From an optimization exercise on the open Yosys and OpenROAD flow, aimed at small area, a short achievable clock period and few clock cycles per item; shortcuts taken in it are not production practice.
Function was not checked in any run shown here: the RTL went through the layout flow alone.

--- design/flow/design.v ---
`default_nettype none
module iterativeDivision
  #(parameter int unsigned DATA_W = 32)
  ( input  var logic i_clk
  , input  var logic i_rst  
  , input  var logic [DATA_W-1:0] i_dividend
  , input  var logic [DATA_W-1:0] i_divisor
  , input  var logic i_start  
  , output var logic [DATA_W-1:0] o_quotient
  , output var logic [DATA_W-1:0] o_remainder
  , output var logic o_finish  
  );
  function automatic logic [5:0] clz32(input logic [31:0] x);
    logic [5:0] n;
    n = 6'd32;
    for (int i = 0; i < 32; i++)
      if (x[i]) n = 31 - i;
    clz32 = n;
  endfunction
  logic [5:0] zA, zB;
  logic [5:0] shAmt;
  logic       divZero, quotZero;
  always_comb begin
    zA       = clz32(i_dividend);
    zB       = clz32(i_divisor);
    shAmt    = zB - zA;
    divZero  = (i_divisor == '0);
    quotZero = (zB < zA);  
  end
  logic       busy_q, iter_q;
  logic [3:0] count_q;
  always_ff @(posedge i_clk)
    if (i_rst) begin
      busy_q <= '0;
      iter_q <= '0;
    end else if (i_start) begin
      busy_q <= '1;
      iter_q <= !(divZero || quotZero);
    end else begin
      busy_q <= busy_q && iter_q;
      iter_q <= iter_q && (count_q != '0);
    end
  always_ff @(posedge i_clk)
    if (i_start)
      count_q <= shAmt[4:1];
    else
      count_q <= count_q - 1'b1;
  always_comb
    o_finish = busy_q && !iter_q;
  logic [DATA_W:0]   div_q;
  logic [DATA_W-1:0] rem_q, quo_q;
  logic [DATA_W:0]   t1, t2, div2;
  logic [DATA_W-1:0] rem1, rem2;
  logic              q1, q2;
  always_comb begin
    t1   = {1'b0, rem_q} - div_q;
    q1   = !t1[DATA_W] && !div_q[DATA_W];
    rem1 = q1 ? t1[DATA_W-1:0] : rem_q;
    div2 = div_q >> 1;
    t2   = {1'b0, rem1} - div2;
    q2   = !t2[DATA_W];
    rem2 = q2 ? t2[DATA_W-1:0] : rem1;
  end
  always_ff @(posedge i_clk)
    if (i_start) begin
      div_q <= {1'b0, i_divisor} << {shAmt[4:1], 1'b1};
      rem_q <= i_dividend;
      quo_q <= {DATA_W{divZero}};
    end else begin
      div_q <= div_q >> 2;
      rem_q <= rem2;
      quo_q <= {quo_q[DATA_W-3:0], q1, q2};
    end
  always_comb begin
    o_quotient  = quo_q;
    o_remainder = rem_q;
  end
endmodule
`resetall
--- design/flow/run.sh ---
#!/bin/bash
# synth_recipe.tcl (not shown) runs the flow's synth.tcl, then flattens the netlist and writes it again
# the make line also repeats each setting of config.mk as NAME=value (left out here)
make -C /OpenROAD-flow-scripts/flow DESIGN_CONFIG=/design/flow/config.mk WORK_HOME=/design/flow/orfs CLKGATE_MAP_FILE= SYNTH_SCRIPT=/design/flow/synth_recipe.tcl finish
--- design/flow/config.mk ---
export PLATFORM = sky130hd
export DESIGN_NAME = iterativeDivision
export DESIGN_NICKNAME = iterativeDivision
export VERILOG_FILES = /design/flow/design.v
export SDC_FILE = /design/flow/constraint.sdc
export NUM_CORES = 4
export LEC_CHECK = 0
export CAP_MARGIN = 20
export CORE_MARGIN = 2
export CORE_UTILIZATION = 40
export SLEW_MARGIN = 20
--- design/flow/constraint.sdc ---
create_clock -name core_clock -period 8.0 [get_ports {i_clk}]
set_input_delay 1.6000 -clock core_clock [delete_from_list [all_inputs] [get_ports {i_clk}]]
set_output_delay 1.6000 -clock core_clock [all_outputs]
set_load 0.01 [all_outputs]
==> results of run 1 <==
synthesized netlist by cell type, drive strengths merged (5+ instances only):
library cell	number	area [µm²]
inv	110	412.9
o21ai	107	543.0
dfxtp	103	2062
a21oi	100	508.0
nor2	89	334.1
nand2	82	307.8
ha	70	875.8
mux2i	48	480.5
xnor2	44	385.4
mux2	33	409.1
nor3	28	150.1
clkbuf	27	101.4
o22ai	27	168.9
a21o	22	165.2
a211oi	20	160.2
o21bai	20	150.1
nand3	19	95.09
nor2b	17	106.4
buf	16	96.34
nor4	15	93.84
xor2	15	131.4
mux4	14	315.3
o21a	12	90.09
and2	10	62.56
nand2b	9	56.30
o31ai	9	67.56
o211ai	8	70.06
a311o	7	70.07
a31oi	6	37.54
a2111oi	5	75.08
a21boi	5	37.54
how the worst max path moves through the flow:
stage / startpoint / endpoint / slack, ns / cells after the start
after CTS: rem_q[0]$_DFF_P_ / rem_q[11]$_DFF_P_ / 0.79 / 28
after global placement: rem_q[0]$_DFF_P_ / rem_q[5]$_DFF_P_ / 0.99 / 26
after detailed placement: rem_q[0]$_DFF_P_ / rem_q[11]$_DFF_P_ / 0.86 / 28
final: rem_q[0]$_DFF_P_ / rem_q[11]$_DFF_P_ / 0.74 / 28
after floorplan: i_divisor[0] / div_q[25]$_DFF_P_ / 2.46 / 18
after global routing: rem_q[0]$_DFF_P_ / rem_q[11]$_DFF_P_ / 0.12 / 28
flip-flops by register name, indices dropped and copies added (netlist names):
name     cells
rem_q       32
count_q      4
div_q       33
quo_q       32
iter_q       1
busy_q       1
cell families (layout without fill, tap and decap cells):
group	after synthesis	count (layout)	synth area share
buffers and inverters	153	267	0.06766
and+or+nand+nor	286	286	0.1461
adders and majority gates	73	73	0.1037
AOI/OAI and AO/OA	372	372	0.2632
muxes	95	95	0.1335
xor gates and xnor gates	59	59	0.05727
DFF	103	103	0.2285
through the flow:
stage | setup slack, ns | util
3_3_place_gp | 0.9910 | 0.4817
3_5_place_dp | 0.8621 | 0.4817
5_1_grt | 0.1204 | 0.4961
6_report | 0.7425 | 0.4961
4_1_cts | 0.7944 | 0.4961
2_1_floorplan | 2.459 | -
area by class of cell:
| class | count | share of cell area |
|---|---|---|
| clock inverter | 7 | 0.008385 |
| tap | 280 | 0.03216 |
| timing repair buffer | 141 | 0.1270 |
| inverter | 110 | 0.03791 |
| multi-input combinational | 885 | 0.5845 |
| clock buffer | 9 | 0.02068 |
| sequential | 103 | 0.1893 |
worst register-to-register path: cells and delay by family (launching register included):
kind | cells | cell delay [ns]
and+or+nand+nor | 2 | 0.40
adders and majority gates | 4 | 1.08
buffers and inverters | 5 | 0.76
AOI/OAI and AO/OA | 17 | 4.55
DFF | 1 | 0.37
layout by cell type, fill, tap and decap left out, types with 23 or more instances in the layout:
cell type and count:
a21oi_1 98, clkdlybuf4s50_1 130, dfxtp_1 103, ha_1 70, inv_1 109, mux2_2 23, mux2i_1 48, nand2_1 82
nor2_1 89, nor3_1 26, o21ai_0 99, o22ai_1 27, xnor2_1 43
routing by layer:
layer	up-vias	part of all wire
li1	4338	-
met1	4081	0.48
met2	251	0.45
met3	22	0.054
met4	0	0.015
met5	-	0
==> results.py, run 1 <==
metrics = {
    "yosys": {
        "synth.ff_latch_count": 103,
        "synth_edf_count": 0,
        "yosys_warnings": 1,
        "syn-num-nets": 1281,
        "async_flop_share": 0,
        "syn_inst": 1141,
        "netlist_area_um2": 9024,
        "avgSynthCellArea_um2": 7.909,
        "synth_ff_type": "dfxtp_1",
        "ys_types": 69,
        "synth_seq_area_share": 0.2285,
    },
    "run": {
        "cap_violations": 0,
    },
    "floorplanning": {
        "fp.dieW_um": 154.2,
        "core_um2": 21960,
        "dieArea_um2": 23780,
        "pin_count": 132,
        "die_h_um": 154.2,
        "fp-row-count": 54,
        "initial_core_util": 0.4109,
    },
    "worst_setup_path": {
        "critPathArrivalTime_ns": 7.50,
        "r2r_cells": 28,
        "worstPathRequired_ns": 8.24,
        "critical-path-slowest-cell": "a41o_2",
        "path_class": "flip-flop to flip-flop",
        "critPathMaxFanout": 39,
        "cp-start-kind": "flip-flop",
        "max_stage_delay_ns": 0.87,
        "reg2reg_to": "rem_q[11]$_DFF_P_",
        "reg2reg_from": "rem_q[0]$_DFF_P_",
        "r2r_slack_ns": 0.74,
        "worstSetupEndpointType": "flip-flop",
        "crit_family": "compound AO/OA/AOI/OAI gates",
        "cp_num_buf_inv": 5,
    },
    "finish": {
        "num-fill-cells": 2091,
        "multi_input_area_um2": 6367,
        "final_nets": 1390,
        "regArea_um2": 2062,
        "fin_area_um2": 10890,
        "n_antenna_cell": 0,
        "synthToLayoutAreaGrowth_pct": 20.71,
        "fin_cells": 1535,
        "drive_gt1_frac": 0.07888,
    },
    "route": {
        "drt_pass1_iterations": 5,
        "vias": 8692,
        "wl_per_cell_um": 17.82,
        "drc": 0,
        "ant_nets": 0,
        "routed_wl_mm": 27.35,
        "via_per_inst": 5.663,
        "dr.first_iter.drc_count": 573,
    },
    "timing": {
        "hold-worst-slack_ns": 0.4504,
        "slew_violations": 0,
        "skew_ns": 0.01308,
        "finalSetupViolations": 0,
        "rsz0062_at_grt": "false",
        "finalSetupTns_ns": 0,
        "slew_headroom": 0.3310,
        "fmax_mhz": 137.8,
        "hold_violations": 0,
        "min_period_over_period": 0.9072,
        "tightest_slew_ns": 1.004,
        "min_period_ns": 7.257,
    },
    "min_path": {
        "holdPathStages": 2,
        "min_from": "quo_q[18]$_DFF_P_",
        "holdCritPathClass": "flip-flop to flip-flop",
        "hold_path_end": "quo_q[20]$_DFF_P_",
    },
    "clock_tree": {
        "cts_max_level": 3,
        "root_buffer": "clkbuf_16",
        "postCtsSetupBuffers": 0,
        "clkTransAtPathRegs_ns": 0.08,
        "postCtsResizedCells": 0,
        "cts.sinks": 103,
        "hold_buffers": 0,
        "cts_buffers": 9,
        "clk_path_buf_depth": 2,
        "worst_skew_pair.late_latency_ns": 0.36,
        "cts_tree": "done",
    },
    "global_routing": {
        "busiest_layer": "met2",
        "grt_pass1_wl_mm": 43.77,
        "gr-usage-all-layers": 0.2292,
        "met1_usage": 0.3221,
        "use_met2": 0.3724,
        "grt_pass1_vias": 8314,
        "grt_max_degree": 57,
        "grt-ovfl-total": 0,
        "antenna_found_initial": 0,
        "gr-usage-met3": 0.03250,
    },
    "placed_design": {
        "portBuffers": 131,
        "dp_hpwl_mm": 21.46,
        "place_congestion": 0.9017,
        "placed_area_um2": 10580,
        "dp.cells": 1519,
    },
    "status": {
        "status": "timing/DRC/antenna clean",
    },
}
==> inputs of run 2 (changes only) <==
--- a/design/flow/config.mk
+++ b/design/flow/config.mk
@@ -8,4 +8,5 @@
 export CAP_MARGIN = 20
 export CORE_MARGIN = 2
 export CORE_UTILIZATION = 40
+export SETUP_SLACK_MARGIN = 4.0
 export SLEW_MARGIN = 20
==> results.py, run 2 <==
metrics = {
    "status": {
        "status": "timing/DRC/antenna clean",
    },
    "clock_tree": {
        "cts_tree": "done",
        "cts.sinks": 103,
        "worst_skew_pair.late_latency_ns": 0.37,
        "root_buffer": "clkbuf_16",
        "clkTransAtPathRegs_ns": 0.08,
        "cts_buffers": 9,
        "cts_max_level": 3,
        "clk_path_buf_depth": 2,
    },
    "run": {
        "cap_violations": 0,
    },
    "route": {
        "ant_nets": 0,
        "wl_per_cell_um": 20.15,
        "routed_wl_mm": 32.98,
        "dr.first_iter.drc_count": 689,
        "via_per_inst": 5.791,
        "vias": 9480,
        "drc": 0,
        "drt_pass1_iterations": 5,
    },
    "finish": {
        "fin_cells": 1637,
        "drive_gt1_frac": 0.3066,
        "reg_top3": "div_q: 33 flops, quo_q: 32 flops, rem_q: 32 flops",
        "synthToLayoutAreaGrowth_pct": 49.39,
        "largest_register_ffs": 33,
        "final_cell_mix": "dfxtp_1, clkdlybuf4s50_1, inv_1, a21oi_1, nor2_1",
        "multi_input_area_um2": 7968,
        "largest_register": "div_q",
        "n_antenna_cell": 0,
        "final_common_cell": "dfxtp_1",
        "final_nets": 1492,
        "regArea_um2": 2068,
        "num-fill-cells": 1833,
    },
    "yosys": {
        "syn_inst": 1141,
        "netlist_area_um2": 9024,
        "post-synth-top-count-cell": "inv_1",
        "synth_ff_type": "dfxtp_1",
        "syn-num-nets": 1281,
        "ys_types": 69,
        "synth_top_area_cell": "dfxtp_1",
        "synth_commonest_cells": "inv_1, dfxtp_1, o21ai_0",
        "ys_top_cells_by_area": "dfxtp_1, ha_1, o21ai_0",
        "avgSynthCellArea_um2": 7.909,
        "synth_top_cell_area_share": 0.2285,
        "synth_seq_area_share": 0.2285,
        "yosys_warnings": 1,
        "synth.ff_latch_count": 103,
        "synth_edf_count": 0,
        "async_flop_share": 0,
    },
    "global_routing": {
        "grt-ovfl-total": 0,
        "antenna_found_initial": 0,
        "grt_pass1_wl_mm": 49.80,
        "gr-usage-all-layers": 0.2651,
        "grt_pass1_vias": 9117,
        "grt_max_degree": 59,
    },
    "timing": {
        "min_period_over_period": 0.6722,
        "slew_headroom": 0.4803,
        "rsz0062_at_grt": "true",
        "finalSetupViolations": 0,
        "slew_violations": 0,
        "fmax_mhz": 186.0,
        "hold_violations": 0,
        "finalSetupTns_ns": 0,
        "min_period_ns": 5.377,
        "skew_ns": 0.01131,
        "tightest_slew_ns": 0.7795,
    },
    "worst_setup_path": {
        "cp-start-kind": "flip-flop",
        "path_class": "flip-flop to flip-flop",
        "critical-path-slowest-cell": "a2111oi_4",
        "critPathMaxFanout": 7,
        "timing.critical_path.mode_cell": "buf_12",
        "critPathArrivalTime_ns": 5.64,
        "worstSetupEndpointType": "flip-flop",
        "max_stage_delay_ns": 0.38,
        "worstPathRequired_ns": 8.26,
    },
    "placed_design": {
        "portBuffers": 131,
        "dp_hpwl_mm": 21.79,
        "place_congestion": 0.9718,
        "dp.cells": 1516,
    },
    "floorplanning": {
        "dieArea_um2": 23780,
        "core_um2": 21960,
        "die_h_um": 154.2,
        "fp-row-count": 54,
        "fp.dieW_um": 154.2,
        "initial_core_util": 0.4109,
        "pin_count": 132,
    },
    "min_path": {
        "holdCritPathClass": "flip-flop to flip-flop",
    },
}
## run 2: cells by family after synthesis
group	after synthesis	share of synthesized area
xor gates and xnor gates	59	0.05727
and+or+nand+nor	286	0.1461
muxes	95	0.1335
DFF	103	0.2285
adders and majority gates	73	0.1037
buffers and inverters	153	0.06766
AOI/OAI and AO/OA	372	0.2632
## run 2: layout make-up
type / count / share of cell area
Multi-Input combinational cell: 892 / 0.5911
Sequential cell: 103 / 0.1534
Inverter: 110 / 0.03100
Timing Repair Buffer: 236 / 0.1756
Tap cell: 280 / 0.02599
Clock buffer: 9 / 0.01671
Clock inverter: 7 / 0.006219
## run 2: routing by layer
layer,vias to the layer above,GRT usage,part of all wire
met5,-,0,0
met4,0,0.1073,0.045
met3,85,0.04875,0.071
met2,346,0.4266,0.45
met1,4480,0.3518,0.43
li1,4569,-,-
## run 2: path summary, 6_finish.rpt
| kind | slack (ns) | cells past startpoint | startpoint | to |
|---|---|---|---|---|
| worst min register to register | 0.45 | 2 | quo_q[24]$_DFF_P_ | quo_q[26]$_DFF_P_ |
| worst min-delay path | 0.45 | 2 | quo_q[24]$_DFF_P_ | quo_q[26]$_DFF_P_ |
| worst max-delay path | 2.62 | 25 | div_q[21]$_DFF_P_ | rem_q[18]$_DFF_P_ |
| worst max register to register | 2.62 | 25 | div_q[21]$_DFF_P_ | rem_q[18]$_DFF_P_ |
## run 2: repair_timing
action                                  4_1_cts  5_1_grt
buffers inserted                             74       20
gates cloned                                  9        2
gates resized for setup                     213      154
hold buffers                                  0        0
endpoints found under the setup margin       73       77
pin swaps                                    59       62
## run 2: through the flow
step	utilization	hold slack, ns	instance area [µm²]	worst slack [ns]
after floorplan	-	0.4382	9407	3.042
after global placement	0.4926	0.4355	10820	1.485
after detailed placement	0.4926	0.4413	10820	1.463
after CTS	0.5765	0.4525	12660	2.591
after global routing	0.6139	0.4586	13480	2.437
final	0.6139	0.4504	13480	2.623
## run 2: worst max-delay path, delay by kind of cell (launching register included)
kind | cells | cell delay (ns)
simple gates | 3 | 0.33
fa+ha+maj | 2 | 0.53
mux | 2 | 0.56
compound gates | 13 | 2.88
buf+inv | 5 | 0.60
flops | 1 | 0.34
==> inputs of run 3 (changes only) <==
--- a/design/flow/design.v
+++ b/design/flow/design.v
@@ -48,18 +48,34 @@
   always_comb
     o_finish = busy_q && !iter_q;
   logic [DATA_W:0]   div_q;
-  logic [DATA_W-1:0] rem_q, quo_q;
-  logic [DATA_W:0]   t1, t2, div2;
-  logic [DATA_W-1:0] rem1, rem2;
-  logic              q1, q2;
+  logic [DATA_W-1:0] rem_q, quo_q, rem2;
+  localparam int unsigned W = DATA_W + 3;
+  logic [W-1:0] rX, dX, d2X, s3, c3;
+  logic [W:0]   t1, t2, t3;
+  logic         ge1, ge2, ge3, q1, q2;
   always_comb begin
-    t1   = {1'b0, rem_q} - div_q;
-    q1   = !t1[DATA_W] && !div_q[DATA_W];
-    rem1 = q1 ? t1[DATA_W-1:0] : rem_q;
-    div2 = div_q >> 1;
-    t2   = {1'b0, rem1} - div2;
-    q2   = !t2[DATA_W];
-    rem2 = q2 ? t2[DATA_W-1:0] : rem1;
+    rX  = W'(rem_q);
+    d2X = W'(div_q);
+    dX  = W'(div_q[DATA_W:1]);
+    s3  = rX ^ ~d2X ^ ~dX;
+    c3  = {(rX[W-2:0] & ~d2X[W-2:0]) | (rX[W-2:0] & ~dX[W-2:0])
+           | (~d2X[W-2:0] & ~dX[W-2:0]), 1'b1};
+    t1  = {rX, 1'b1} + {~dX, 1'b1};
+    t2  = {rX, 1'b1} + {~d2X, 1'b1};
+    t3  = {s3, 1'b1} + {c3, 1'b1};
+    ge1 = !t1[W];
+    ge2 = !t2[W];
+    ge3 = !t3[W];
+    q1  = ge2;
+    q2  = ge3 || (ge1 && !ge2);
+    if (ge3)
+      rem2 = t3[DATA_W:1];
+    else if (ge2)
+      rem2 = t2[DATA_W:1];
+    else if (ge1)
+      rem2 = t1[DATA_W:1];
+    else
+      rem2 = rem_q;
   end
   always_ff @(posedge i_clk)
     if (i_start) begin
--- a/design/flow/config.mk
+++ b/design/flow/config.mk
@@ -8,5 +8,4 @@
 export CAP_MARGIN = 20
 export CORE_MARGIN = 2
 export CORE_UTILIZATION = 40
-export SETUP_SLACK_MARGIN = 4.0
 export SLEW_MARGIN = 20
==> results.py, run 3 <==
metrics = {
    "finish": {
        "final_util": 0.4776,
        "reg_top3": "div_q: 33 flops, quo_q: 32 flops, rem_q: 32 flops",
        "drive_gt1_frac": 0.04172,
        "n_antenna_cell": 0,
        "final_nets": 1709,
        "synthToLayoutAreaGrowth_pct": 17.26,
        "final_common_cell": "clkdlybuf4s50_1",
        "largest_register": "div_q",
        "largest_register_ffs": 33,
        "final_cell_mix": "clkdlybuf4s50_1, o21ai_0, a21oi_1, nand2_1, inv_1",
    },
    "placed_design": {
        "portBuffers": 131,
        "dp_hpwl_mm": 28.83,
        "place_congestion": 0.9554,
    },
    "clock_tree": {
        "cts_tree": "done",
        "hold_buffers": 0,
        "cts_buffers": 9,
        "clkTransAtPathRegs_ns": 0.08,
        "root_buffer": "clkbuf_16",
        "cts_max_level": 3,
        "cts.sinks": 103,
        "clk_path_buf_depth": 2,
        "postCtsResizedCells": 0,
        "worst_skew_pair.late_latency_ns": 0.38,
        "postCtsSetupBuffers": 0,
    },
    "worst_setup_path": {
        "path_class": "input pin to flip-flop",
        "worstSetupEndpointType": "flip-flop",
        "critPathMaxFanout": 14,
        "r2r_cells": 13,
        "reg2reg_from": "rem_q[1]$_DFFE_PP_",
        "critPathArrivalTime_ns": 6.38,
        "critical-path-slowest-cell": "nor2_1",
        "crit_chain": "clkdlybuf4s50_1 > nor2_1 > o31ai_1 > a211oi_1 > nor3_1 > nor3_1 > o31a_1 > o31ai_1 > a211oi_1 > nor3_1 > o31ai_1 > fa_1 > a21o_1 > a21oi_1 > xnor2_1 > buf_4 > nor2_1 > buf_4 > nand2_1 > mux2_2 > o21ai_0",
        "reg2reg_to": "rem_q[4]$_DFFE_PP_",
        "worstPathRequired_ns": 8.29,
        "max_stage_delay_ns": 0.55,
        "cp-start-kind": "input pin",
        "r2r_slack_ns": 3.01,
    },
    "route": {
        "vias": 11020,
        "routed_wl_mm": 36.44,
        "via_per_inst": 5.837,
        "drc": 0,
        "dr.first_iter.drc_count": 769,
        "drt_pass1_iterations": 5,
        "ant_nets": 0,
        "wl_per_cell_um": 19.30,
    },
    "yosys": {
        "synth_commonest_cells": "o21ai_0, a21oi_1, nand2_1",
        "synth_edf_count": 32,
        "ys_top_cells_by_area": "dfxtp_1, ha_1, edfxtp_1",
        "synth.ff_latch_count": 103,
        "netlist_area_um2": 11380,
        "synth_ff_type": "dfxtp_1",
        "synth_seq_area_share": 0.2094,
        "async_flop_share": 0,
        "syn_inst": 1403,
        "ys_types": 78,
        "synth_top_cell_area_share": 0.1249,
        "yosys_warnings": 1,
        "post-synth-top-count-cell": "o21ai_0",
        "synth_top_area_cell": "dfxtp_1",
        "syn-num-nets": 1607,
        "avgSynthCellArea_um2": 8.110,
    },
    "min_path": {
        "hold_path_end": "quo_q[28]$_DFF_P_",
        "holdPathStages": 2,
        "holdCritPathClass": "flip-flop to flip-flop",
        "min_from": "quo_q[26]$_DFF_P_",
    },
    "floorplanning": {
        "pin_count": 132,
        "fp-row-count": 61,
        "die_h_um": 172.7,
        "fp.dieW_um": 172.7,
        "core_um2": 27930,
        "initial_core_util": 0.4073,
        "dieArea_um2": 29810,
    },
    "global_routing": {
        "grt_pass1_vias": 10510,
        "grt_pass1_wl_mm": 58.14,
        "antenna_found_initial": 0,
        "gr-usage-all-layers": 0.2417,
        "grt_max_degree": 88,
        "grt-ovfl-total": 0,
    },
    "timing": {
        "slew_violations": 0,
        "skew_ns": 0.01371,
        "min_period_ns": 6.089,
        "min_period_over_period": 0.7611,
        "hold_violations": 0,
        "rsz0062_at_grt": "false",
        "fmax_mhz": 164.2,
        "finalSetupViolations": 0,
        "slew_headroom": 0.3121,
        "finalSetupTns_ns": 0,
        "tightest_slew_ns": 1.006,
    },
    "status": {
        "status": "timing/DRC/antenna clean",
    },
    "run": {
        "cap_violations": 0,
    },
}
run 3: cell types whose count changed after synthesis, sizes merged, moves of 21 or more:
| cell | before | now |
|---|---|---|
| a21o | 22 | 47 |
| dfxtp | 103 | 71 |
| edfxtp | 0 | 32 |
| fa | 3 | 36 |
| ha | 70 | 101 |
| mux2 | 33 | 12 |
| nand2 | 82 | 116 |
| o21ai | 107 | 131 |
run 3: logic make-up after synthesis:
group,after synthesis,share of synthesized area
AO/OA/AOI/OAI,502,0.2882
XOR/XNOR,73,0.05685
adder cells (fa/ha/maj),137,0.1744
buffers and inverters,158,0.05487
flip-flops,103,0.2094
multiplexers,74,0.07038
AND/OR/NAND/NOR,356,0.1459
run 3: layout make-up:
class	count	area, µm²
Fill cell	2858	14590
Tap cell	378	473.0
Inverter	108	405.4
Multi-Input combinational cell	1142	8397
Sequential cell	103	2382
Timing Repair Buffer	141	1384
Clock buffer	9	225.2
Clock inverter	7	76.32
run 3: stage by stage:
step | worst slack (ns) | instances | hold WS [ns] | instance area [µm²]
finish | 1.911 | 1888 | 0.4528 | 13340
floorplan | 2.655 | 1403 | 0.4302 | 11380
CTS | 1.981 | 1888 | 0.4555 | 13340
global route | 1.520 | 1888 | 0.4734 | 13340
global placement | 1.663 | 1872 | 0.4378 | 13040
detailed placement | 1.616 | 1872 | 0.4435 | 13040
run 3: worst max-delay path by stage:
stage / depth (start not counted) / from / slack [ns] / end
6_report: 21 / i_dividend[0] / 1.91 / div_q[20]$_DFF_P_
5_1_grt: 21 / i_dividend[0] / 1.52 / div_q[12]$_DFF_P_
4_1_cts: 18 / i_dividend[0] / 1.98 / div_q[28]$_DFF_P_
3_5_place_dp: 18 / i_dividend[0] / 1.62 / div_q[28]$_DFF_P_
3_3_place_gp: 18 / i_dividend[0] / 1.66 / div_q[28]$_DFF_P_
2_1_floorplan: 17 / i_divisor[0] / 2.66 / div_q[27]$_DFF_P_
run 3: routing by layer:
metal | global-route usage | share of wire | vias to the layer above
met2 | 0.3770 | 0.44 | 358
met1 | 0.3452 | 0.48 | 5242
li1 | - | - | 5375
met4 | 0.05826 | 0.019 | 0
met3 | 0.04507 | 0.061 | 46
met5 | 0 | 0 | -
run 3: worst max-delay path, delay by kind of cell:
family,cells,cell delay (ns)
xor+xnor,1,0.09
simple gates,6,1.33
compound gates,9,1.55
mux,1,0.27
buf+inv,3,1.05
fa+ha+maj,1,0.48
==> inputs of run 4 (changes only) <==
--- a/design/flow/design.v
+++ b/design/flow/design.v
@@ -11,21 +11,42 @@
   , output var logic o_finish  
   );
   function automatic logic [5:0] clz32(input logic [31:0] x);
-    logic [5:0] n;
-    n = 6'd32;
-    for (int i = 0; i < 32; i++)
-      if (x[i]) n = 31 - i;
-    clz32 = n;
+    logic [15:0] z1; logic [15:0] c1;       
+    logic [7:0]  z2; logic [15:0] c2;       
+    logic [3:0]  z3; logic [11:0] c3;       
+    logic [1:0]  z4; logic [7:0]  c4;       
+    logic        z5; logic [4:0]  c5;
+    for (int i = 0; i < 16; i++) begin
+      z1[i] = !(x[2*i+1] || x[2*i]);
+      c1[i] = !x[2*i+1];
+    end
+    for (int i = 0; i < 8; i++) begin
+      z2[i]         = z1[2*i+1] && z1[2*i];
+      c2[2*i+:2]    = z1[2*i+1] ? {1'b1, c1[2*i]} : {1'b0, c1[2*i+1]};
+    end
+    for (int i = 0; i < 4; i++) begin
+      z3[i]         = z2[2*i+1] && z2[2*i];
+      c3[3*i+:3]    = z2[2*i+1] ? {1'b1, c2[4*i+:2]} : {1'b0, c2[4*i+2+:2]};
+    end
+    for (int i = 0; i < 2; i++) begin
+      z4[i]         = z3[2*i+1] && z3[2*i];
+      c4[4*i+:4]    = z3[2*i+1] ? {1'b1, c3[6*i+:3]} : {1'b0, c3[6*i+3+:3]};
+    end
+    z5 = z4[1] && z4[0];
+    c5 = z4[1] ? {1'b1, c4[3:0]} : {1'b0, c4[7:4]};
+    clz32 = {z5, z5 ? 5'd0 : c5};
   endfunction
   logic [5:0] zA, zB;
-  logic [5:0] shAmt;
+  logic [6:0] shDiff;
+  logic [4:0] shAmt;
   logic       divZero, quotZero;
   always_comb begin
     zA       = clz32(i_dividend);
     zB       = clz32(i_divisor);
-    shAmt    = zB - zA;
-    divZero  = (i_divisor == '0);
-    quotZero = (zB < zA);  
+    shDiff   = {1'b0, zB} - {1'b0, zA};
+    shAmt    = shDiff[4:0];
+    divZero  = zB[5];
+    quotZero = shDiff[6];  
   end
   logic       busy_q, iter_q;
   logic [3:0] count_q;
--- a/design/flow/config.mk
+++ b/design/flow/config.mk
@@ -8,4 +8,5 @@
 export CAP_MARGIN = 20
 export CORE_MARGIN = 2
 export CORE_UTILIZATION = 40
+export SETUP_SLACK_MARGIN = 4.0
 export SLEW_MARGIN = 20
==> results.py, run 4 <==
metrics = {
    "status": {
        "status": "timing/DRC/antenna clean",
    },
    "worst_setup_path": {
        "max_stage_delay_ns": 0.47,
        "critPathMaxFanout": 7,
        "crit_family": "simple AND/OR/NAND/NOR gates",
        "worstPathRequired_ns": 8.21,
        "crit_chain": "clkbuf_2 > nor4_4 > buf_4 > nand2_1 > nor3_2 > o221a_2 > o311ai_4 > or2_4 > fa_2 > xor2_4 > buf_12 > buf_4 > mux2i_4 > nand2_1 > nand2_2 > a31oi_2 > a41oi_2 > o22ai_1",
        "critical-path-slowest-cell": "fa_2",
        "worstSetupEndpointType": "flip-flop",
        "cp_num_buf_inv": 4,
        "cp-start-kind": "input pin",
        "path_class": "input pin to flip-flop",
        "critPathArrivalTime_ns": 5.09,
    },
    "finish": {
        "final_nets": 1922,
        "reg_top3": "div_q: 33 flops, quo_q: 32 flops, rem_q: 32 flops",
        "regArea_um2": 2385,
        "final_cell_mix": "a21oi_1, inv_1, buf_4, nand2_1, ha_1",
        "fin_cells": 2113,
        "num-fill-cells": 2765,
        "final_common_cell": "a21oi_1",
        "drive_gt1_frac": 0.1886,
        "largest_register_ffs": 33,
        "synthToLayoutAreaGrowth_pct": 30.89,
        "largest_register": "div_q",
        "n_antenna_cell": 0,
        "multi_input_area_um2": 9831,
    },
    "clock_tree": {
        "cts_tree": "done",
        "worst_skew_pair.late_latency_ns": 0.36,
        "hold_buffers": 0,
        "clkTransAtPathRegs_ns": 0.09,
        "clk_path_buf_depth": 2,
        "root_buffer": "clkbuf_16",
        "cts_max_level": 3,
        "cts_buffers": 9,
        "cts.sinks": 103,
    },
    "global_routing": {
        "grt_pass1_vias": 11850,
        "grt-ovfl-total": 0,
        "grt_pass1_wl_mm": 67.48,
        "antenna_found_initial": 1,
        "grt_max_degree": 61,
        "gr-usage-all-layers": 0.2768,
    },
    "yosys": {
        "synth_top_cell_area_share": 0.1182,
        "ys_top_cells_by_area": "dfxtp_1, ha_1, edfxtp_1",
        "synth_edf_count": 32,
        "netlist_area_um2": 12020,
        "yosys_warnings": 1,
        "syn_inst": 1517,
        "synth_top_area_cell": "dfxtp_1",
        "async_flop_share": 0,
        "synth_ff_type": "dfxtp_1",
        "avgSynthCellArea_um2": 7.926,
        "synth_commonest_cells": "a21oi_1, inv_1, nand2_1",
        "synth_seq_area_share": 0.1981,
        "ys_types": 82,
        "synth.ff_latch_count": 103,
        "post-synth-top-count-cell": "a21oi_1",
        "syn-num-nets": 1721,
    },
    "timing": {
        "skew_ns": 0.02057,
        "tightest_slew_ns": 0.8971,
        "min_period_ns": 4.875,
        "fin_ws_ns": 3.125,
        "slew_violations": 0,
        "rsz0062_at_grt": "true",
        "finalSetupTns_ns": 0,
        "min_period_over_period": 0.6094,
        "slew_headroom": 0.4005,
        "hold_violations": 0,
        "fmax_mhz": 205.1,
        "finalSetupViolations": 0,
    },
    "route": {
        "drt_pass1_iterations": 5,
        "dr.first_iter.drc_count": 962,
        "ant_nets": 0,
        "drc": 0,
        "vias": 12790,
        "via_per_inst": 6.052,
        "routed_wl_mm": 45.47,
        "wl_per_cell_um": 21.52,
    },
    "placed_design": {
        "portBuffers": 131,
        "dp_slack_ns": 1.662,
        "place_congestion": 0.9961,
        "dp.cells": 1985,
        "dp_hpwl_mm": 33.04,
    },
    "floorplanning": {
        "pin_count": 132,
        "core_um2": 29640,
        "dieArea_um2": 31460,
        "fp.dieW_um": 177.4,
        "die_h_um": 177.4,
        "initial_core_util": 0.4057,
        "fp-row-count": 63,
    },
    "min_path": {
        "holdCritPathClass": "flip-flop to flip-flop",
    },
    "run": {
        "cap_violations": 0,
    },
}
-- run 4: cell count changes in the layout (fill, tap and decap cells not counted), sizes merged, moves of 10 or more --
cell	before	now
clkdlybuf4s50	130	76
a21oi	116	129
xnor2	48	38
a31oi	12	29
nand3	18	29
buf	11	130
nand2b	13	26
inv	113	124
dlygate4sd2	0	29
nor3	38	53
o21ai	131	111
mux2i	59	69
-- run 4: final timing paths --
kind / slack, ns / depth (start not counted) / end / startpoint
setup / recovery: 3.12 / 18 / div_q[16]$_DFF_P_ / i_dividend[28]
hold / removal: 0.45 / 2 / quo_q[29]$_DFF_P_ / quo_q[27]$_DFF_P_
hold reg to reg: 0.45 / 2 / quo_q[29]$_DFF_P_ / quo_q[27]$_DFF_P_
setup reg to reg: 3.98 / 12 / rem_q[27]$_DFFE_PP_ / div_q[15]$_DFF_P_
-- run 4: layer usage --
metal  part of all wire  up-vias  track usage
met2               0.46      530       0.4415
met4              0.034        2      0.09597
met3              0.065       76      0.03063
met1               0.44     6110       0.3876
li1                   -     6070            -
met5            0.00024        -            0
-- run 4: per-stage QoR --
step	utilization	cell area (µm²)	hold slack (ns)
after floorplan	-	12170	0.4358
after global placement	0.4637	13740	0.4415
after detailed placement	0.4637	13740	0.4417
after CTS	0.5142	15240	0.4573
after global routing	0.5310	15740	0.4834
final	0.5310	15740	0.4501
-- run 4: final cells by class --
cell class	instances	share of cell area
multi-input combinational	1230	0.6246
inverter	124	0.03061
clock inverter	7	0.005485
sequential	103	0.1515
timing repair buffer	250	0.1425
tap	390	0.03100
clock buffer	9	0.01431
-- run 4: kinds of logic after synthesis --
group / after synthesis / synth area share
mux: 76 / 0.06493
xor+xnor: 64 / 0.04662
compound gates: 524 / 0.2889
buf+inv: 190 / 0.06150
simple gates: 423 / 0.1749
flops: 103 / 0.1981
fa+ha+maj: 137 / 0.1650
-- run 4: tightest hold or removal path: stages, from the launching register on --
cell     delay [ns]
dfxtp_1        0.31
inv_1          0.04
o21ai_0        0.05
-- run 4: timing repair --
action / CTS / global route
pin swaps: 45 / 29
setup buffers: 73 / 31
cloned: 6 / 2
hold endpoints to repair: 0 / 0
resized for setup: 229 / 71
setup endpoints to repair: 133 / 123
==> inputs of run 5 (changes only) <==
--- a/design/flow/config.mk
+++ b/design/flow/config.mk
@@ -8,5 +8,4 @@
 export CAP_MARGIN = 20
 export CORE_MARGIN = 2
 export CORE_UTILIZATION = 40
-export SETUP_SLACK_MARGIN = 4.0
 export SLEW_MARGIN = 20
==> results.py, run 5 <==
metrics = {
    "yosys": {
        "synth.ff_latch_count": 103,
        "synth_top_cell_area_share": 0.1182,
        "yosys.area_share.simple": 0.1749,
        "syn_inst": 1517,
        "avgSynthCellArea_um2": 7.926,
        "async_flop_share": 0,
        "ys_types": 82,
        "synth_xor_area_frac": 0.04662,
        "syn-num-nets": 1721,
        "synth_seq_area_share": 0.1981,
        "synth_ff_type": "dfxtp_1",
        "synth_edf_count": 32,
        "netlist_area_um2": 12020,
        "synth_commonest_cells": "a21oi_1, inv_1, nand2_1",
        "synth.mux.area_fraction": 0.06493,
        "yosys.area_share.adder": 0.1650,
        "synth-compound-area-share": 0.2889,
        "post-synth-top-count-cell": "a21oi_1",
        "yosys_warnings": 1,
        "synth_top_area_cell": "dfxtp_1",
        "ys_top_cells_by_area": "dfxtp_1, ha_1, edfxtp_1",
        "synth_top_family_by_area": "compound AO/OA/AOI/OAI gates",
    },
    "worst_setup_path": {
        "worstPathRequired_ns": 8.30,
        "cp-start-kind": "input pin",
        "critPathArrivalTime_ns": 6.58,
        "max_stage_delay_ns": 1.21,
        "worstSetupEndpointType": "flip-flop",
        "r2r_slack_ns": 3.02,
        "path_class": "input pin to flip-flop",
        "critical-path-slowest-cell": "fa_1",
        "critPathMaxFanout": 25,
        "timing.critical_path.mode_cell": "mux2i_1",
        "crit_chain": "clkdlybuf4s50_1 > nor4_1 > and2_1 > o211ai_4 > a2111oi_4 > o311ai_1 > or2_2 > fa_1 > inv_2 > mux2i_1 > mux2i_1 > or2_1 > a31oi_1",
    },
    "finish": {
        "multi_input_area_um2": 8930,
        "reg_top3": "div_q: 33 flops, quo_q: 32 flops, rem_q: 32 flops",
        "final_nets": 1813,
        "num-fill-cells": 2996,
        "final_common_cell": "clkdlybuf4s50_1",
        "final_cell_mix": "clkdlybuf4s50_1, a21oi_1, inv_1, nand2_1, o21ai_0",
        "largest_register": "div_q",
        "synthToLayoutAreaGrowth_pct": 16.48,
        "drive_gt1_frac": 0.04585,
        "largest_register_ffs": 33,
        "regArea_um2": 2382,
    },
    "route": {
        "drt_pass1_iterations": 5,
        "vias": 12040,
        "ant_nets": 0,
        "dr.first_iter.drc_count": 944,
        "via_per_inst": 6.002,
        "drc": 0,
        "routed_wl_mm": 41.50,
        "wl_per_cell_um": 20.70,
    },
    "floorplanning": {
        "fp.dieW_um": 177.4,
        "fp-row-count": 63,
        "pin_count": 132,
        "dieArea_um2": 31460,
        "die_h_um": 177.4,
        "core_um2": 29640,
        "initial_core_util": 0.4057,
    },
    "timing": {
        "min_period_ns": 6.281,
        "skew_ns": 0.01253,
        "slew_headroom": 0.2813,
        "fin_ws_ns": 1.719,
        "tightest_slew_ns": 1.077,
        "hold_violations": 0,
        "fmax_mhz": 159.2,
        "rsz0062_at_grt": "false",
        "finalSetupViolations": 0,
        "slew_violations": 0,
        "min_period_over_period": 0.7851,
        "finalSetupTns_ns": 0,
    },
    "status": {
        "status": "timing/DRC/antenna clean",
    },
    "clock_tree": {
        "postCtsSetupBuffers": 0,
        "root_buffer": "clkbuf_16",
        "cts_max_level": 3,
        "clkTransAtPathRegs_ns": 0.08,
        "cts_tree": "done",
        "clk_path_buf_depth": 2,
        "postCtsResizedCells": 0,
        "hold_buffers": 0,
        "worst_skew_pair.late_latency_ns": 0.36,
        "cts_buffers": 9,
        "cts.sinks": 103,
    },
    "global_routing": {
        "grt_pass1_wl_mm": 63.47,
        "gr-usage-all-layers": 0.2602,
        "grt-ovfl-total": 0,
        "antenna_found_initial": 0,
        "grt_max_degree": 51,
        "grt_pass1_vias": 11360,
    },
    "placed_design": {
        "dp_hpwl_mm": 33.24,
        "place_congestion": 0.9688,
        "dp_slack_ns": 1.346,
        "portBuffers": 131,
    },
    "run": {
        "cap_violations": 0,
    },
    "min_path": {
        "holdCritPathClass": "flip-flop to flip-flop",
    },
}
[run 5: changes by cell type in the layout (fill, tap and decap cells not counted), moves of 12 or more]
cell and change:
inv_2 -13, mux2i_4 -12, mux2i_1 +18, nor4_1 +13, clkdlybuf4s50_1 +54, buf_4 -89, dlygate4sd2_1 -29, inv_1 +15
[run 5: path summary, 6_finish.rpt]
kind | from | endpoint | cells past startpoint
max | i_dividend[27] | div_q[30]$_DFF_P_ | 13
min | quo_q[28]$_DFF_P_ | quo_q[30]$_DFF_P_ | 2
max reg2reg | rem_q[7]$_DFFE_PP_ | rem_q[3]$_DFFE_PP_ | 11
min reg2reg | quo_q[28]$_DFF_P_ | quo_q[30]$_DFF_P_ | 2
[run 5: per-stage QoR]
stage / cells / cell area [µm²] / utilization / hold slack, ns
6_report: 2005 / 14010 / 0.4726 / 0.4497
5_1_grt: 2004 / 14000 / 0.4725 / 0.4710
4_1_cts: 2004 / 14000 / 0.4725 / 0.4553
3_5_place_dp: 1988 / 13690 / 0.4620 / 0.4435
3_3_place_gp: 1988 / 13690 / 0.4620 / 0.4376
2_1_floorplan: 1517 / 12020 / - / 0.4358
[run 5: cell type report]
class / count / share of cell area
timing repair buffer: 147 / 0.1020
sequential: 103 / 0.1701
multi-input combinational: 1224 / 0.6376
clock inverter: 6 / 0.004199
inverter: 124 / 0.03323
clock buffer: 10 / 0.01787
antenna: 1 / 0.0001787
tap: 390 / 0.03484
[run 5: kinds of logic after synthesis]
logic type | Yosys count
and+or+nand+nor | 423
adders and majority gates | 137
DFF | 103
xor gates and xnor gates | 64
AOI/OAI and AO/OA | 524
buffers and inverters | 190
muxes | 76
[run 5: critical path, delay by kind of cell]
family | cells | cell delay [ns]
AOI/OAI and AO/OA | 4 | 0.75
adders and majority gates | 1 | 1.21
buffers and inverters | 2 | 0.87
and+or+nand+nor | 4 | 1.62
muxes | 2 | 0.52
[run 5: routing by layer]
| metal | global-route usage | vias up | wire, µm |
|---|---|---|---|
| met1 | 0.3678 | 5713 | 18750 |
| met2 | 0.4194 | 449 | 18890 |
| met3 | 0.02956 | 55 | 2905 |
| li1 | - | 5818 | - |
| met4 | 0.06967 | 0 | 952 |
| met5 | 0 | - | 0 |
==> inputs of run 6 (changes only) <==
==> design/flow/design.v (replaced) <==
`default_nettype none
module iterativeDivision
  #(parameter int unsigned DATA_W = 32)
  ( input  var logic i_clk
  , input  var logic i_rst  
  , input  var logic [DATA_W-1:0] i_dividend
  , input  var logic [DATA_W-1:0] i_divisor
  , input  var logic i_start  
  , output var logic [DATA_W-1:0] o_quotient
  , output var logic [DATA_W-1:0] o_remainder
  , output var logic o_finish  
  );
  function automatic logic [5:0] clz32(input logic [31:0] x);
    logic [15:0] z1; logic [15:0] c1;       
    logic [7:0]  z2; logic [15:0] c2;       
    logic [3:0]  z3; logic [11:0] c3;       
    logic [1:0]  z4; logic [7:0]  c4;       
    logic        z5; logic [4:0]  c5;
    for (int i = 0; i < 16; i++) begin
      z1[i] = !(x[2*i+1] || x[2*i]);
      c1[i] = !x[2*i+1];
    end
    for (int i = 0; i < 8; i++) begin
      z2[i]         = z1[2*i+1] && z1[2*i];
      c2[2*i+:2]    = z1[2*i+1] ? {1'b1, c1[2*i]} : {1'b0, c1[2*i+1]};
    end
    for (int i = 0; i < 4; i++) begin
      z3[i]         = z2[2*i+1] && z2[2*i];
      c3[3*i+:3]    = z2[2*i+1] ? {1'b1, c2[4*i+:2]} : {1'b0, c2[4*i+2+:2]};
    end
    for (int i = 0; i < 2; i++) begin
      z4[i]         = z3[2*i+1] && z3[2*i];
      c4[4*i+:4]    = z3[2*i+1] ? {1'b1, c3[6*i+:3]} : {1'b0, c3[6*i+3+:3]};
    end
    z5 = z4[1] && z4[0];
    c5 = z4[1] ? {1'b1, c4[3:0]} : {1'b0, c4[7:4]};
    clz32 = {z5, z5 ? 5'd0 : c5};
  endfunction
  logic [5:0] zA_q, zB_q;
  always_ff @(posedge i_clk)
    if (i_start) begin
      zA_q <= clz32(i_dividend);
      zB_q <= clz32(i_divisor);
    end
  logic [6:0] shDiff;
  logic [4:0] shAmt;
  logic       quotZero;
  always_comb begin
    shDiff   = {1'b0, zB_q} - {1'b0, zA_q};
    shAmt    = shDiff[4:0];
    quotZero = shDiff[6] || zB_q[5];
  end
  logic       busy_q, align_q, step_q;
  logic [4:0] count_q;
  always_ff @(posedge i_clk)
    if (i_rst) begin
      busy_q  <= '0;
      align_q <= '0;
      step_q  <= '0;
    end else if (i_start) begin
      busy_q  <= '1;
      align_q <= '1;
      step_q  <= '0;
    end else if (align_q) begin
      busy_q  <= !quotZero;
      align_q <= '0;
      step_q  <= !quotZero;
    end else begin
      busy_q  <= busy_q && step_q;
      step_q  <= step_q && (count_q != '0);
    end
  always_ff @(posedge i_clk)
    if (align_q)
      count_q <= shAmt;
    else
      count_q <= count_q - 1'b1;
  always_comb
    o_finish = busy_q && (align_q ? quotZero : !step_q);
  logic [DATA_W-1:0] div_q, rem_q, quo_q;
  logic [DATA_W:0]   diff;
  logic              qBit;
  always_comb begin
    diff = {1'b0, rem_q} - {1'b0, div_q};
    qBit = !diff[DATA_W];
  end
  always_ff @(posedge i_clk)
    if (i_start)
      div_q <= i_divisor;
    else if (align_q)
      div_q <= div_q << shAmt;
    else
      div_q <= div_q >> 1;
  always_ff @(posedge i_clk)
    if (i_start)
      rem_q <= i_dividend;
    else if (step_q && qBit)
      rem_q <= diff[DATA_W-1:0];
  always_ff @(posedge i_clk)
    if (i_start)
      quo_q <= {DATA_W{i_divisor == '0}};
    else if (step_q)
      quo_q <= {quo_q[DATA_W-2:0], qBit};
  always_comb begin
    o_quotient  = quo_q;
    o_remainder = rem_q;
  end
endmodule
`resetall
--- a/design/flow/config.mk
+++ b/design/flow/config.mk
@@ -8,4 +8,5 @@
 export CAP_MARGIN = 20
 export CORE_MARGIN = 2
 export CORE_UTILIZATION = 40
+export SETUP_SLACK_MARGIN = 5.0
 export SLEW_MARGIN = 20
==> results.py, run 6 <==
metrics = {
    "finish": {
        "final_nets": 1268,
        "reg_top3": "div_q: 32 flops, quo_q: 32 flops, rem_q: 32 flops",
        "n_antenna_cell": 0,
        "fin_cells": 1452,
        "synthToLayoutAreaGrowth_pct": 38.52,
        "num-fill-cells": 1917,
        "drive_gt1_frac": 0.1962,
        "final_common_cell": "nand2_1",
        "final_cell_mix": "nand2_1, inv_1, edfxtp_1, clkdlybuf4s50_1, a21oi_1",
    },
    "placed_design": {
        "dp_hpwl_mm": 21.15,
        "dp.cells": 1372,
        "place_congestion": 0.9766,
        "portBuffers": 131,
    },
    "global_routing": {
        "grt_pass1_wl_mm": 46.34,
        "antenna_found_initial": 0,
        "grt-ovfl-total": 0,
        "grt_max_degree": 95,
        "grt_pass1_vias": 8116,
        "gr-usage-all-layers": 0.2558,
    },
    "clock_tree": {
        "cts_buffers": 17,
        "hold_buffers": 0,
        "cts_max_level": 4,
        "root_buffer": "clkbuf_16",
        "cts_tree": "done",
        "worst_skew_pair.late_latency_ns": 0.43,
        "clkTransAtPathRegs_ns": 0.06,
        "clk_path_buf_depth": 2,
        "cts.sinks": 116,
    },
    "yosys": {
        "synth.ff_latch_count": 116,
        "synth_seq_area_share": 0.3533,
        "post-synth-top-count-cell": "nand2_1",
        "synth_top_area_cell": "edfxtp_1",
        "async_flop_share": 0,
        "synth_ff_type": "edfxtp_1",
        "netlist_area_um2": 8783,
        "syn_inst": 1009,
        "synth_top_cell_area_share": 0.2667,
        "ys_types": 65,
        "synth_edf_count": 78,
        "syn-num-nets": 1118,
        "avgSynthCellArea_um2": 8.705,
        "ys_top_cells_by_area": "edfxtp_1, dfxtp_1, mux2i_1",
        "synth_commonest_cells": "nand2_1, inv_1, edfxtp_1",
        "yosys_warnings": 1,
    },
    "route": {
        "wl_met1_mm": 13.33,
        "ant_nets": 0,
        "wl_met2_mm": 13.86,
        "route.met3.wl_mm": 2.005,
        "drt_pass1_iterations": 5,
        "vias": 8520,
        "drc": 0,
        "top_layer": "met4",
        "dr.first_iter.drc_count": 967,
        "routed_wl_mm": 30.11,
        "via_per_inst": 5.868,
        "wl_per_cell_um": 20.73,
    },
    "min_path": {
        "holdPathStages": 1,
        "hold_path_end": "count_q[0]$_DFF_P_",
        "min_from": "count_q[0]$_DFF_P_",
        "holdCritPathClass": "flip-flop to flip-flop",
    },
    "timing": {
        "skew_ns": 0.01139,
        "fmax_mhz": 250.2,
        "finalSetupViolations": 0,
        "finalSetupTns_ns": 0,
        "hold_violations": 0,
        "min_period_over_period": 0.4996,
        "min_period_ns": 3.996,
        "slew_violations": 0,
        "rsz0062_at_grt": "true",
        "slew_headroom": 0.3876,
        "tightest_slew_ns": 0.9141,
    },
    "worst_setup_path": {
        "r2r_cells": 13,
        "r2r_slack_ns": 4.87,
        "path_class": "flip-flop to primary output",
        "cp-start-kind": "flip-flop",
        "critPathArrivalTime_ns": 2.40,
        "crit_chain": "ha_1 > inv_2 > fa_2 > a21o_1 > a21oi_2 > o21bai_1 > a21oi_2 > or3_4 > and3b_1 > buf_2",
        "critPathMaxFanout": 2,
        "reg2reg_from": "zA_q[0]$_SDFFCE_PP0P_",
        "timing.critical_path.mode_cell": "a21oi_2",
        "critical-path-slowest-cell": "edfxtp_1",
        "worstPathRequired_ns": 6.40,
        "worstSetupEndpointType": "primary output",
        "reg2reg_to": "div_q[28]$_DFF_P_",
        "max_stage_delay_ns": 0.37,
    },
    "run": {
        "cap_violations": 0,
    },
    "floorplanning": {
        "core_um2": 21690,
        "fp-row-count": 54,
        "pin_count": 132,
        "initial_core_util": 0.4050,
        "die_h_um": 152.2,
        "fp.dieW_um": 152.2,
        "dieArea_um2": 23160,
    },
    "status": {
        "status": "timing/DRC/antenna clean",
    },
}
==> run 6: cell types whose count changed after synthesis, moves of 24 or more <==
| cell | change |
|---|---|
| o21ai_0 | -33 |
| xnor2_1 | -27 |
| edfxtp_1 | +46 |
| nor2_1 | -27 |
| a21oi_1 | -53 |
| ha_1 | -61 |
| fa_1 | -34 |
| inv_1 | -24 |
| nor3_1 | -26 |
| dfxtp_1 | -33 |
==> run 6: critical path: cells and delay by family, from the launching register on <==
family	cells	cell delay (ns)
and+or+nand+nor	2	0.56
adders and majority gates	2	0.42
AOI/OAI and AO/OA	4	0.42
buffers and inverters	2	0.22
DFF	1	0.37
==> run 6: kinds of logic after synthesis <==
kind of cell    synth area share
flops                     0.3533
compound gates            0.2118
simple gates              0.1440
fa+ha+maj                0.06154
buf+inv                  0.07222
mux                       0.1264
xor+xnor                 0.03077
==> run 6: repair_timing <==
action,in CTS,in global routing
setup endpoints to repair,136,130
gates cloned,8,0
endpoints found under the hold margin,0,0
pin swaps,33,34
resized for setup,154,85
buffers inserted,31,9
==> run 6: through the flow <==
step / cell area (µm²) / hold slack, ns / util / worst slack, ns
floorplan: 8877 / 0.4350 / - / 4.593
global placement: 10310 / 0.4555 / 0.4752 / 3.507
detailed placement: 10310 / 0.4831 / 0.4752 / 3.437
CTS: 11770 / 0.4981 / 0.5425 / 3.997
global route: 12170 / 0.5129 / 0.5610 / 3.877
finish: 12170 / 0.4982 / 0.5610 / 4.004
==> run 6: layout make-up <==
type	instances	area, µm²	share of cell area
Clock buffer	19	432.9	0.03558
Sequential cell	116	3104	0.2551
Clock inverter	13	206.4	0.01697
Multi-Input combinational cell	741	5802	0.4769
Timing Repair Buffer	182	1887	0.1551
Tap cell	280	350.3	0.02879
Inverter	101	384.1	0.03157
==> run 6: how the worst max path moves through the flow <==
stage                               start                   to  slack (ns)  cells after the start
floorplan           zB_q[0]$_SDFFCE_PP0P_             o_finish        4.59                     10
global placement            i_divisor[23]   quo_q[8]$_DFFE_PP_        3.51                      7
detailed placement          i_divisor[18]  quo_q[18]$_DFFE_PP_        3.44                      7
CTS                 zB_q[0]$_SDFFCE_PP0P_             o_finish        4.00                     11
global route        zB_q[0]$_SDFFCE_PP0P_             o_finish        3.88                     11
finish              zA_q[0]$_SDFFCE_PP0P_             o_finish        4.00                     10
==> run 6: per-layer routing <==
metal  GRT usage  up-vias
li1            -     4004
met1      0.3587     4119
met2      0.4000      333
met3     0.04807       64
met4     0.08456        0
met5           0        -
==> inputs of run 7 (changes only) <==
--- a/design/flow/config.mk
+++ b/design/flow/config.mk
@@ -8,5 +8,4 @@
 export CAP_MARGIN = 20
 export CORE_MARGIN = 2
 export CORE_UTILIZATION = 40
-export SETUP_SLACK_MARGIN = 5.0
 export SLEW_MARGIN = 20
==> results.py, run 7 <==
metrics = {
    "timing": {
        "finalSetupViolations": 0,
        "finalSetupTns_ns": 0,
        "fin_ws_ns": 3.406,
        "rsz0062_at_grt": "false",
        "min_period_ns": 4.594,
        "slew_violations": 0,
        "hold-worst-slack_ns": 0.4735,
        "tightest_slew_ns": 1.042,
        "fmax_mhz": 217.7,
        "slew_headroom": 0.3054,
        "skew_ns": 0.01059,
        "min_period_over_period": 0.5743,
        "hold_violations": 0,
    },
    "placed_design": {
        "dp_slack_ns": 3.275,
        "portBuffers": 131,
        "dp_hpwl_mm": 21.03,
        "dp.cells": 1373,
        "place_congestion": 0.9202,
    },
    "yosys": {
        "netlist_area_um2": 8783,
        "yosys_warnings": 1,
        "synth_top_cell_area_share": 0.2667,
        "synth_seq_area_share": 0.3533,
        "syn-num-nets": 1118,
        "async_flop_share": 0,
        "post-synth-top-count-cell": "nand2_1",
        "avgSynthCellArea_um2": 8.705,
        "synth_commonest_cells": "nand2_1, inv_1, edfxtp_1",
        "synth_top_family_by_area": "compound AO/OA/AOI/OAI gates",
        "synth.mux.area_fraction": 0.1264,
        "synth_top_area_cell": "edfxtp_1",
        "synth.ff_latch_count": 116,
        "ys_top_cells_by_area": "edfxtp_1, dfxtp_1, mux2i_1",
        "ys_types": 65,
        "syn_inst": 1009,
        "yosys.area_share.adder": 0.06154,
        "synth-compound-area-share": 0.2118,
        "synth_ff_type": "edfxtp_1",
        "synth_edf_count": 78,
        "yosys.area_share.simple": 0.1440,
        "synth_xor_area_frac": 0.03077,
    },
    "worst_setup_path": {
        "max_stage_delay_ns": 0.53,
        "crit_chain": "inv_1 > ha_1 > inv_1 > fa_2 > a21o_1 > a21oi_1 > o21bai_1 > a21oi_1 > or3_1 > and3b_1 > clkdlybuf4s50_1",
        "path_class": "flip-flop to primary output",
        "worstSetupEndpointType": "primary output",
        "critPathArrivalTime_ns": 2.99,
        "cp-start-kind": "flip-flop",
        "worstPathRequired_ns": 6.40,
        "critical-path-slowest-cell": "clkdlybuf4s50_1",
        "critPathMaxFanout": 3,
    },
    "route": {
        "via_per_inst": 5.752,
        "wl_per_cell_um": 19.81,
        "dr.first_iter.drc_count": 840,
        "ant_nets": 0,
        "vias": 8081,
        "drt_pass1_iterations": 7,
        "routed_wl_mm": 27.83,
        "drc": 0,
    },
    "clock_tree": {
        "worst_skew_pair.late_latency_ns": 0.43,
        "cts_buffers": 17,
        "hold_buffers": 0,
        "cts_tree": "done",
        "cts.sinks": 116,
        "clk_path_buf_depth": 2,
        "cts_max_level": 4,
        "postCtsSetupBuffers": 0,
        "root_buffer": "clkbuf_16",
        "postCtsResizedCells": 0,
        "clkTransAtPathRegs_ns": 0.06,
    },
    "global_routing": {
        "grt_pass1_wl_mm": 42.95,
        "grt_max_degree": 105,
        "grt_pass1_vias": 7561,
        "antenna_found_initial": 0,
        "grt-ovfl-total": 0,
        "gr-usage-all-layers": 0.2371,
    },
    "finish": {
        "synthToLayoutAreaGrowth_pct": 23.95,
        "final_cell_mix": "clkdlybuf4s50_1, nand2_1, inv_1, edfxtp_1, a21oi_1",
        "drive_gt1_frac": 0.06667,
        "n_antenna_cell": 0,
        "final_nets": 1221,
        "final_common_cell": "clkdlybuf4s50_1",
        "reg_top3": "div_q: 32 flops, quo_q: 32 flops, rem_q: 32 flops",
        "fin_cells": 1405,
    },
    "floorplanning": {
        "pin_count": 132,
        "core_um2": 21690,
        "dieArea_um2": 23160,
        "fp-row-count": 54,
        "initial_core_util": 0.4050,
        "fp.dieW_um": 152.2,
        "die_h_um": 152.2,
    },
    "status": {
        "status": "timing/DRC/antenna clean",
    },
    "run": {
        "cap_violations": 0,
    },
    "min_path": {
        "holdCritPathClass": "flip-flop to flip-flop",
    },
}
[run 7: cell counts after synthesis]
No cell type changed its count.
[run 7: per-layer routing]
metal	part of all wire	vias up	GRT usage
li1	-	3898	-
met1	0.46	3821	0.3483
met2	0.45	313	0.3544
met3	0.063	49	0.03612
met4	0.025	0	0.08589
met5	0	-	0
[run 7: cell type report]
class | instances | area (µm²)
well taps | 280 | 350.3
inverters | 101 | 379.1
repair buffers | 140 | 1376
multi-input cells | 736 | 5074
clock buffers | 17 | 425.4
flip-flops and latches | 116 | 3103
clock inverters | 15 | 178.9
fillers | 2081 | 10800
[run 7: critical path, delay by kind of cell (launching register included)]
family / cells / cell delay [ns]
flip-flops: 1 / 0.36
buffers and inverters: 3 / 0.65
adder cells (fa/ha/maj): 2 / 0.52
AO/OA/AOI/OAI: 4 / 0.72
AND/OR/NAND/NOR: 2 / 0.32
[run 7: final timing paths]
kind	start	end	slack (ns)	cells after the start
max	zB_q[0]$_SDFFCE_PP0P_	o_finish	3.41	11
min	count_q[0]$_DFF_P_	count_q[0]$_DFF_P_	0.47	1
max reg2reg	zB_q[0]$_SDFFCE_PP0P_	div_q[18]$_DFF_P_	4.31	10
min reg2reg	count_q[0]$_DFF_P_	count_q[0]$_DFF_P_	0.47	1
[run 7: per-stage QoR]
step	util	cell area, µm²
final	0.5020	10890
after global routing	0.5020	10890
after CTS	0.5020	10890
after detailed placement	0.4741	10280
after global placement	0.4741	10280
after floorplan	-	8783
[run 7: cells by family (layout without fill, tap and decap cells)]
group | after synthesis | in the layout
fa+ha+maj | 42 | 42
mux | 84 | 84
buf+inv | 157 | 273
compound gates | 302 | 302
simple gates | 278 | 278
flops | 116 | 116
xor+xnor | 30 | 30

-- port drivers added, routing unchanged --
No port has a modelled driver above. Below, the same layouts with a new extraction and two added sets of constraints. Step 1 sets driving cells, clkbuf_16 on the clock port and buf_2 on the other inputs (assumed; they add their load-dependent delay and slew). Step 2 moves the port delays by t, midway between the first and last clock arrival at a register: inputs arrive t later, outputs are due t later. That takes back most of the time a late clock gives input paths. a / b / c = no drivers / after step 1 / after step 2; a / b = the first two.
run	t (ns)	setup slack, ns	worst setup path at the end	latest minus earliest clock arrival (ns)	cell pins on the clock port's net
run 1	0.400	0.743 / 0.743 / 0.743	register to register	0.014 / 0.013	1
run 2	0.408	2.623 / 2.623 / 2.385	input to register	0.011 / 0.011	1
run 3	0.413	1.911 / 1.933 / 1.520	input to register	0.015 / 0.014	1
run 4	0.396	3.125 / 3.137 / 2.742	input to register	0.020 / 0.021	1
run 5	0.401	1.719 / 1.743 / 1.342	input to register	0.013 / 0.012	1
run 6	0.468	4.004 / 3.960 / 4.428	register to output	0.011 / 0.012	1
run 7	0.470	3.406 / 3.358 / 3.297	input to register	0.011 / 0.011	1
After both steps every run listed still meets setup and hold. The setup slack of run 3, which loses most, moves by +0.022 ns with the drivers and by -0.391 ns with both steps.
